Context: an optimization exercise on an open-source flow, tuned for small area. The choices shown serve that exercise and are no tape-out recipe.
Function was checked by simulation only, so behaviour that the tests miss may differ from the original.
Power is estimated from default activity; no workload was simulated.

==> flow/design.v <==
`timescale 1ns / 1ps
module MESI_FSM #( 
    parameter Cache_Block_Size = 8,  
    parameter host_pid = 2'b00 )(  
    input logic clk,  
    input logic resetn,  
    input logic Core_Op,  
    output logic PrHlt,  
    input logic [3:0] pr_addr,  
    output logic [Cache_Block_Size-1:0] Cache_output,  
    input logic [Cache_Block_Size-1:0] Cache_input,  
    input logic [(2+3+2+2+Cache_Block_Size)-1:0] bus_in,  
    output logic [(2+3+2+2+Cache_Block_Size)-1:0] bus_out,  
    input logic flag_in,  
    output logic flag_out  
    );
    typedef enum logic {PrRd = 1'b0,  
                        PrWr = 1'b1  
                        } Pr_Op;  
    typedef enum bit[1:0] {Modified = 2'b11,  
                           Exclusive = 2'b10,
                           Shared = 2'b01,
                           Invalid = 2'b00} MESI;  
    typedef enum logic[2:0]{BusRd = 3'b000,  
                           BusRdX = 3'b001,  
                           BusUpgr = 3'b010,  
                           FlushOpt = 3'b011,  
                           Fill = 3'b100,  
                           NotValid = 3'b111
                           } bus_transaction_id;  
    logic [Cache_Block_Size-1:0] L1_Cache [0:3];  
    logic [1:0] tag_directory [0:3];  
    MESI Cache_Status [0:3];  
    logic [1:0] index;
    logic [1:0] tag;
    assign tag = pr_addr[3:2];
    assign index = pr_addr[1:0];
    logic [1:0] guest_pid;  
    bus_transaction_id trans_id;  
    logic [1:0] bus_tag;  
    logic [1:0] bus_index;  
    logic [Cache_Block_Size-1:0] bus_data;  
    assign guest_pid = bus_in[(2+3+2+2+Cache_Block_Size)-1:(2+3+2+2+Cache_Block_Size)-2];  
    assign bus_tag = bus_in[(2+3+2+2+Cache_Block_Size)-6:(2+3+2+2+Cache_Block_Size)-7];  
    assign bus_index = bus_in[(2+3+2+2+Cache_Block_Size)-8:(2+3+2+2+Cache_Block_Size)-9];  
    assign bus_data = bus_in[Cache_Block_Size-1:0];  
    always_comb begin
        case (bus_in[(2+3+2+2+Cache_Block_Size)-3:(2+3+2+2+Cache_Block_Size)-5])
            3'b000: trans_id = BusRd;
            3'b001: trans_id = BusRdX;
            3'b010: trans_id = BusUpgr;
            3'b011: trans_id = FlushOpt;
            3'b100: trans_id = Fill;
            default: trans_id = NotValid;  
        endcase
    end
    bit [1:0] bus_access_counter;
    bit [3:0] invalid_state_counter;
    function logic is_hit(input logic [1:0] _tag_, input logic [1:0] _index_);
        is_hit = ((Cache_Status[_index_] != Invalid) && (tag_directory[index] == _tag_));
    endfunction
    always_ff@(posedge clk)
        begin 
            if(!resetn) begin  
                Cache_Status[0] = Invalid; Cache_Status[1] = Invalid; Cache_Status[2] = Invalid; Cache_Status[3] = Invalid;  
                L1_Cache[0] = '0; L1_Cache[1] = '0; L1_Cache[2] = '0; L1_Cache[3] = '0;  
                tag_directory[0] = 2'b00; tag_directory[1] = 2'b00; tag_directory[2] = 2'b00; tag_directory[3] = 2'b00;  
                Cache_output = '0;
                bus_out = '0;
                bus_access_counter = 2'b00;  
                invalid_state_counter = 3'b00;  
                flag_out = 1'b0; 
                PrHlt = 1'b0;
            end
            else begin
                flag_out = 1'b0;  
                bus_access_counter = bus_access_counter + 1;  
                if((guest_pid != host_pid) && is_hit(bus_tag, bus_index) && (flag_in)) begin  
                    case(Cache_Status[bus_index])
                        Modified: begin 
                            case(trans_id)
                                BusRd: begin 
                                    Cache_Status[bus_index] = Shared;
                                    bus_out = {host_pid, FlushOpt, bus_tag, bus_index, L1_Cache[bus_index]};
                                    flag_out = 1'b1; 
                                end
                                BusRdX: begin 
                                    Cache_Status[bus_index] = Invalid;
                                    bus_out = {host_pid, FlushOpt, bus_tag, bus_index, L1_Cache[bus_index]};
                                    flag_out = 1'b1;
                                end 
                            endcase
                        end
                        Exclusive: begin 
                            case(trans_id)
                                BusRd: begin 
                                    Cache_Status[bus_index] = Shared;
                                end
                                BusRdX: begin 
                                    Cache_Status[bus_index] = Invalid;
                                end 
                            endcase
                        end
                        Shared: begin 
                            case(trans_id)
                                BusRd: begin end  
                                BusRdX: begin 
                                    Cache_Status[bus_index] = Invalid;
                                end
                                BusUpgr: begin 
                                    Cache_Status[bus_index] = Invalid;
                                end  
                            endcase    
                        end
                        Invalid: begin
                            if(PrHlt == 1'b1) begin  
                                case(trans_id) 
                                    FlushOpt: begin  
                                        PrHlt = 1'b0;  
                                        case(Core_Op)
                                            PrRd: begin 
                                                L1_Cache[bus_index] = bus_data;  
                                                Cache_output = L1_Cache[bus_index];
                                                Cache_Status[index] = Shared;  
                                            end
                                            PrWr: begin 
                                                L1_Cache[bus_index] = Cache_input; 
                                                tag_directory[index] = bus_tag;
                                                Cache_Status[index] = Modified;  
                                            end
                                        endcase
                                    end
                                endcase
                            end     
                        end
                    endcase
                end
                else if((guest_pid != host_pid) && (!is_hit(bus_tag, bus_index)) && (flag_in)) begin 
                    if(PrHlt == 1'b1) begin  
                                case(trans_id) 
                                    FlushOpt: begin  
                                        PrHlt = 1'b0;  
                                        case(Core_Op)
                                            PrRd: begin 
                                                L1_Cache[bus_index] = bus_data;  
                                                tag_directory[index] = bus_tag;
                                                Cache_output = L1_Cache[bus_index];
                                                Cache_Status[index] = Shared;  
                                            end
                                            PrWr: begin 
                                                L1_Cache[bus_index] = Cache_input; 
                                                tag_directory[index] = bus_tag;
                                                Cache_Status[index] = Modified;  
                                            end
                                        endcase
                                    end
                                endcase
                            end     
                end
                if(is_hit(tag, index)) begin  
                    case(Cache_Status[index])
                        Modified: begin
                                case(Core_Op)
                                PrRd: begin
                                        Cache_output = L1_Cache[index];   
                                    end   
                                PrWr: begin 
                                    L1_Cache[index] = Cache_input;  
                                    tag_directory[index] = tag;
                                end   
                                endcase
                        end
                        Exclusive: begin
                                case(Core_Op)
                                PrRd: begin
                                        Cache_output = L1_Cache[index];   
                                    end   
                                PrWr: begin 
                                    L1_Cache[index] = Cache_input;  
                                    tag_directory[index] = tag;
                                    Cache_Status[index] = Modified;  
                                end   
                                endcase
                        end
                        Shared: begin
                                case(Core_Op)
                                PrRd: begin
                                        Cache_output = L1_Cache[index];   
                                    end   
                                PrWr: begin 
                                    bus_out = {host_pid, BusUpgr, tag, index, 8'h00};  
                                    flag_out = 1'b1;
                                    L1_Cache[index] = Cache_input;  
                                    tag_directory[index] = tag;
                                    Cache_Status[index] = Modified;  
                                end   
                                endcase
                        end
                        Invalid: begin
                                case(Core_Op)
                                PrRd: begin
                                        bus_out = {host_pid, BusRd, tag, index, 8'h00};  
                                        flag_out = 1'b1;
                                        PrHlt = 1'b1;  
                                        if(invalid_state_counter == 3'b010) begin  
                                            bus_out = {host_pid, Fill, tag, index, 8'b11111111};  
                                            flag_out = 1'b1;
                                            L1_Cache[index] = 8'b11111111;
                                            tag_directory[index] = tag;
                                            Cache_output = L1_Cache[index];   
                                            Cache_Status[index] = Exclusive;  
                                            PrHlt = 1'b0;  
                                            invalid_state_counter = 0;         
                                        end
                                        else
                                            invalid_state_counter = invalid_state_counter + 1;
                                    end   
                                    PrWr: begin 
                                        bus_out = {host_pid, BusRdX, tag, index, 8'h00};  
                                        flag_out = 1'b1;
                                        PrHlt = 1'b1;  
                                        if(invalid_state_counter == 3'b010) begin  
                                            bus_out = {host_pid, Fill, tag, index, 8'b11111111};  
                                            flag_out = 1'b1;
                                            L1_Cache[index] = 8'b11111111;  
                                            tag_directory[index] = tag;
                                            L1_Cache[index] = Cache_input;   
                                            tag_directory[index] = tag;  
                                            Cache_Status[index] = Modified;  
                                            PrHlt = 1'b0;  
                                            invalid_state_counter = 0;         
                                        end
                                        else
                                            invalid_state_counter = invalid_state_counter + 1;
                                    end   
                                endcase
                        end
                        default: begin 
                                 end      
                    endcase
                end
                else begin 
                    case(Core_Op)
                        PrRd: begin
                                bus_out = {host_pid, BusRd, tag, index, 8'h00};  
                                flag_out = 1'b1;
                                PrHlt = 1'b1;  
                                if(invalid_state_counter == 3'b010) begin  
                                    bus_out = {host_pid, Fill, tag, index, 8'b11111111};  
                                    flag_out = 1'b1;
                                    L1_Cache[index] = 8'b11111111;
                                    tag_directory[index] = tag;
                                    Cache_output = L1_Cache[index];   
                                    Cache_Status[index] = (tag == bus_tag && index == bus_index)? Shared : Exclusive;  
                                    PrHlt = 1'b0;  
                                    invalid_state_counter = 0;         
                                end
                                else
                                    invalid_state_counter = invalid_state_counter + 1;
                            end   
                            PrWr: begin 
                                bus_out = {host_pid, BusRdX, tag, index, 8'h00};  
                                flag_out = 1'b1;
                                PrHlt = 1'b1;  
                                if(invalid_state_counter == 3'b010) begin  
                                    bus_out = {host_pid, Fill, tag, index, 8'b11111111};  
                                    flag_out = 1'b1;
                                    L1_Cache[index] = 8'b11111111;  
                                    tag_directory[index] = tag;
                                    L1_Cache[index] = Cache_input;   
                                    tag_directory[index] = tag;  
                                    Cache_Status[index] = Modified;  
                                    PrHlt = 1'b0;  
                                    invalid_state_counter = 0;         
                                end
                                else
                                    invalid_state_counter = invalid_state_counter + 1;
                            end   
                    endcase
                end 
            end
        end
endmodule
==> flow/run.sh <==
#!/bin/bash
# synth_recipe.tcl (not shown) runs the flow's synth.tcl, then flattens the netlist and writes it again
# the make line also repeats each setting of config.mk as NAME=value (left out here)
make -C /OpenROAD-flow-scripts/flow DESIGN_CONFIG=/design/flow/config.mk WORK_HOME=/design/flow/orfs CLKGATE_MAP_FILE= SYNTH_SCRIPT=/design/flow/synth_recipe.tcl finish
==> flow/config.mk <==
export PLATFORM = sky130hd
export DESIGN_NAME = MESI_FSM
export DESIGN_NICKNAME = MESI_FSM
export VERILOG_FILES = /design/flow/design.v
export SDC_FILE = /design/flow/constraint.sdc
export NUM_CORES = 4
export LEC_CHECK = 0
export CAP_MARGIN = 20
export CORE_MARGIN = 2
export CORE_UTILIZATION = 40
export SLEW_MARGIN = 20
==> flow/constraint.sdc <==
create_clock -name core_clock -period 8.0 [get_ports {clk}]
set_input_delay 1.6000 -clock core_clock [delete_from_list [all_inputs] [get_ports {clk}]]
set_output_delay 1.6000 -clock core_clock [all_outputs]
set_load 0.01 [all_outputs]
==> impl_metrics.csv <==
group,metric,value,unit
clock_tree,clkTransAtPathRegs,70,ps
yosys,synth_compound_area_share,30.0,%
sta,fin_crit,6910,ps
layout,nets,703,
sta,fin_skew,9.49,ps
grt,grtUsageTotal,26.7,%
power,p_switching,0.511,mW
yosys,synth_edf_count,0,
yosys,synthMuxAreaShare,15.1,%
power,p_int,0.896,mW
clock_tree,cts_root_buffer,"clkbuf_16",
floorplan,start_util,41.1,%
grt,grt_max_degree,47,
worst_setup_path,crit_type,"in2reg",
routing,drtIter0Drc,758,
sta,finalSetupTns,0,ps
hold_path,hold_path.class,"reg2reg",
routing,ant_nets,0,
clock_tree,clock_sinks,79,
routing,drt_pass1_iterations,6,
clock_tree,cts_buffers,9,
clock_tree,ctsResizeCount,0,
layout,utilization,48.2,%
yosys,ys_ff_latch,79,
yosys,syn_area_per_cell,8.48,µm²
yosys,synth-simple-area-share,16.3,%
place,place_hpwl,13.0,mm
routing,vias,5481,
yosys,ys.warnings.count,4,
yosys,synth_top_family_by_area,"compound AO/OA/AOI/OAI gates",
power,p_comb_share,34.6,%
yosys,synthArstFlopShare,0,%
place,portBuffers,59,
worst_setup_path,r2r_cells,15,
clock_tree,cts_setup_buffers,0,
sta,slew-limit-headroom,35.2,%
routing,totalWireLength,19.1,mm
yosys,synth-xor-area-share,2.60,%
place,dpl-instance-area,6080,µm²
yosys,syn_inst,642,
layout,num-fill-cells,1272,
job,cap_violations,0,
place,pre_cts_slack,885,ps
layout,num_antenna_cells,0,
grt,grt_pass1_vias,5312,
yosys,seq_area_frac_synth,29.1,%
routing,drc,0,
clock_tree,htreeDepth,3,
worst_setup_path,startpoint_type,"input pin",
worst_setup_path,crit_required,8180,ps
grt,grt-ovfl-total,0,
power,clockPowerShare,31.0,%
floorplan,die_x,121,µm
sta,setup_viol,0,
floorplan,core_region_area,13200,µm²
sta,tightest_slew,965,ps
clock_tree,cts_buffer_depth,2,
worst_setup_path,rr_startpoint,"tag_directory[0][0]",
sta,fin_ws,1090,ps
worst_setup_path,cp.arrival,7090,ps
layout,finalNonFillerCells,848,
clock_tree,cts_tree,"done",
hold_path,min_from,"bus_out[11]",
worst_setup_path,r2r_slack,2870,ps
place,dpl.cell_count,832,
power,swShare,36.3,%
layout,area_growth,17.4,%
run_status,status,"finished clean",
clock_tree,cts_hold_buf,0,
routing,wl_per_cell,22.6,µm
sta,hold_viol_final,0,
grt,grt_pass1_wl,29.7,mm
sta,post-route-period-util,86.4,%
power,vdd.ir_drop.worst,135,µV
layout,fin_area,6390,µm²
yosys,syn_area,5440,µm²
floorplan,dieHeight,121,µm
power,fin_total_pwr,1.41,mW
sta,slew_viol_final,0,
place,gp_congestion,0.962,
yosys,synth_flop_cell,"dfxtp_1",
worst_setup_path,critPathMaxFanout,20,
yosys,synth.distinct_cells,72,
hold_path,hold_path_end,"bus_out[11]",
yosys,synthAdderAreaFrac,0.690,%
sta,worst_hold_slack,485,ps
worst_setup_path,reg2reg_to,"tag_directory[0][0]",
routing,viasPerCell,6.46,
sta,fmax,145,MHz
floorplan,rows,42,
yosys,syn_nets,678,
grt,antenna_found_initial,0,
floorplan,die-area,14600,µm²
worst_setup_path,cp-end-kind,"flip-flop",
power,power_density,220,nW/µm²
floorplan,design.portCount,60,
power,p_leak,2.25,nW
sta,rsz0062_at_grt,"no",
power,seq_power_share,34.4,%
layout,drive_gt1_share,12.1,%
clock_tree,clock_latency,350,ps
hold_path,holdPathStages,2,
layout make-up:
cell class                 instances  area [µm²]  share of cell area, %
sequential                        79        1580                   24.8
tap                              176         220                   3.45
clock buffer                      10         239                   3.74
clock inverter                     6        68.8                   1.08
timing repair buffer              74         703                   11.0
multi-input combinational        491        3530                   55.3
inverter                          12        45.0                  0.705
synth_stat cells (4+ instances only):
library cell  count  share of area, %
dfxtp_1          79                29
nand2_1          61               4.2
o21ai_0          53               4.9
a21oi_1          52               4.8
nor2_1           50               3.4
clkbuf_1         36               2.5
nor3_1           36               3.3
mux2i_1          26               4.8
mux4_2           21               8.7
o31ai_1          18               2.5
o211a_1          17               3.1
a311oi_1         12               1.9
buf_2            12               1.1
a211oi_1         11               1.5
inv_1            11              0.76
nand3_1          10              0.92
xnor2_1           9               1.4
a31oi_1           7              0.80
o21a_1            7              0.97
buf_6             6               1.2
mux2_2            6               1.2
nand2b_1          6              0.69
o221a_2           6               1.2
a221oi_1          4              0.64
and3_1            4              0.46
buf_1             4              0.28
o211ai_1          4              0.55
xor2_1            4              0.64
layer usage:
metal	vias to the layer above	track usage (%)	wire, µm
met5	-	0	0
met4	0	10.8	666
met3	55	4.67	1620
met2	313	41.5	8640
met1	2633	36.6	8220
li1	2480	-	-
worst max path at each step:
stage | cells after the start | from | end | slack [ps]
finish | 17 | pr_addr[1] | tag_directory[0][0] | 1090
floorplan | 18 | pr_addr[0] | Cache_output[1] | 2450
CTS | 15 | pr_addr[1] | tag_directory[0][0] | 1230
detailed placement | 17 | pr_addr[1] | tag_directory[0][0] | 890
global placement | 17 | pr_addr[1] | tag_directory[3][0] | 1050
global route | 17 | pr_addr[1] | tag_directory[0][0] | 760
critical path, stage by stage:
cell and delay, ps:
clkdlybuf4s50_1 590, buf_4 250, mux4_2 570, xnor2_1 380
nand3_1 400, nor4_1 370, o21ai_0 130, a32oi_1 270
mux2i_1 120, nand2_1 90, o21ai_0 90, ha_1 300
a221oi_2 340, o31a_2 300, nand2_1 450, a21oi_2 650
o311ai_0 180
layout by cell type, fill, tap and decap left out, drive strengths merged, types with 4 or more instances in the layout:
cell type	netlist	routed
dfxtp	79	79
nand2	61	61
clkdlybuf4s50	0	59
o21ai	56	56
a21oi	54	54
nor2	51	51
nor3	37	37
mux2i	27	27
mux4	21	21
o31ai	20	20
o211a	17	17
buf	24	15
a311oi	14	14
inv	12	13
a211oi	11	11
nand3	10	10
xnor2	10	10
clkbuf	36	10
o221a	9	9
o21a	7	7
a31oi	7	7
nand2b	6	6
mux2	6	6
a221oi	6	6
o211ai	4	4
xor2	4	4
and3	4	4
clkinv	0	4
kinds of logic after synthesis:
| logic type | after synthesis |
|---|---|
| compound gates | 229 |
| simple gates | 191 |
| flops | 79 |
| buf+inv | 72 |
| mux | 54 |
| xor+xnor | 14 |
| fa+ha+maj | 3 |
power groups by stage:
stage               Sequential [mW]  Clock (mW)  Combinational (mW)
floorplan                     0.489           0               0.332
global placement              0.492           0               0.476
detailed placement            0.492           0               0.476
CTS                           0.484       0.442               0.478
global route                  0.490       0.457               0.524
finish                        0.484       0.436               0.487
sequential cells by signal (all words and copies together), names as in the netlist:
name	flops
Cache_Status	8
tag_directory	8
L1_Cache	32
Cache_output	8
bus_out	17
invalid_state_counter	4
flag_out	1
PrHlt	1

afterwards: timing with drivers on the ports:
The flow's constraints put no driver on any port. The routed layout listed below was extracted and timed again, unchanged, in two steps.
Step 1 (the two cells are an assumption about what drives the block):
set clk [get_ports {clk}]
set_driving_cell -lib_cell sky130_fd_sc_hd__clkbuf_16 $clk
set_driving_cell -lib_cell sky130_fd_sc_hd__buf_2 [delete_from_list [all_inputs] $clk]
Step 2, shift: input delay + t, output delay - t, t = (earliest + latest rising clock arrival at the registers) / 2. This alone moves slack from input paths to output paths.
Slacks: ideal ports / drivers / drivers and shift; pairs: ideal ports / drivers.
t (ns): 0.386
setup WS [ns]: 1.090 / 1.104 / 0.718
hold WS [ns]: 0.485 / 0.485 / 0.485
After both steps this run still meets setup and hold. The setup slack of this run moves by +0.014 ns with the drivers and by -0.372 ns with both steps.
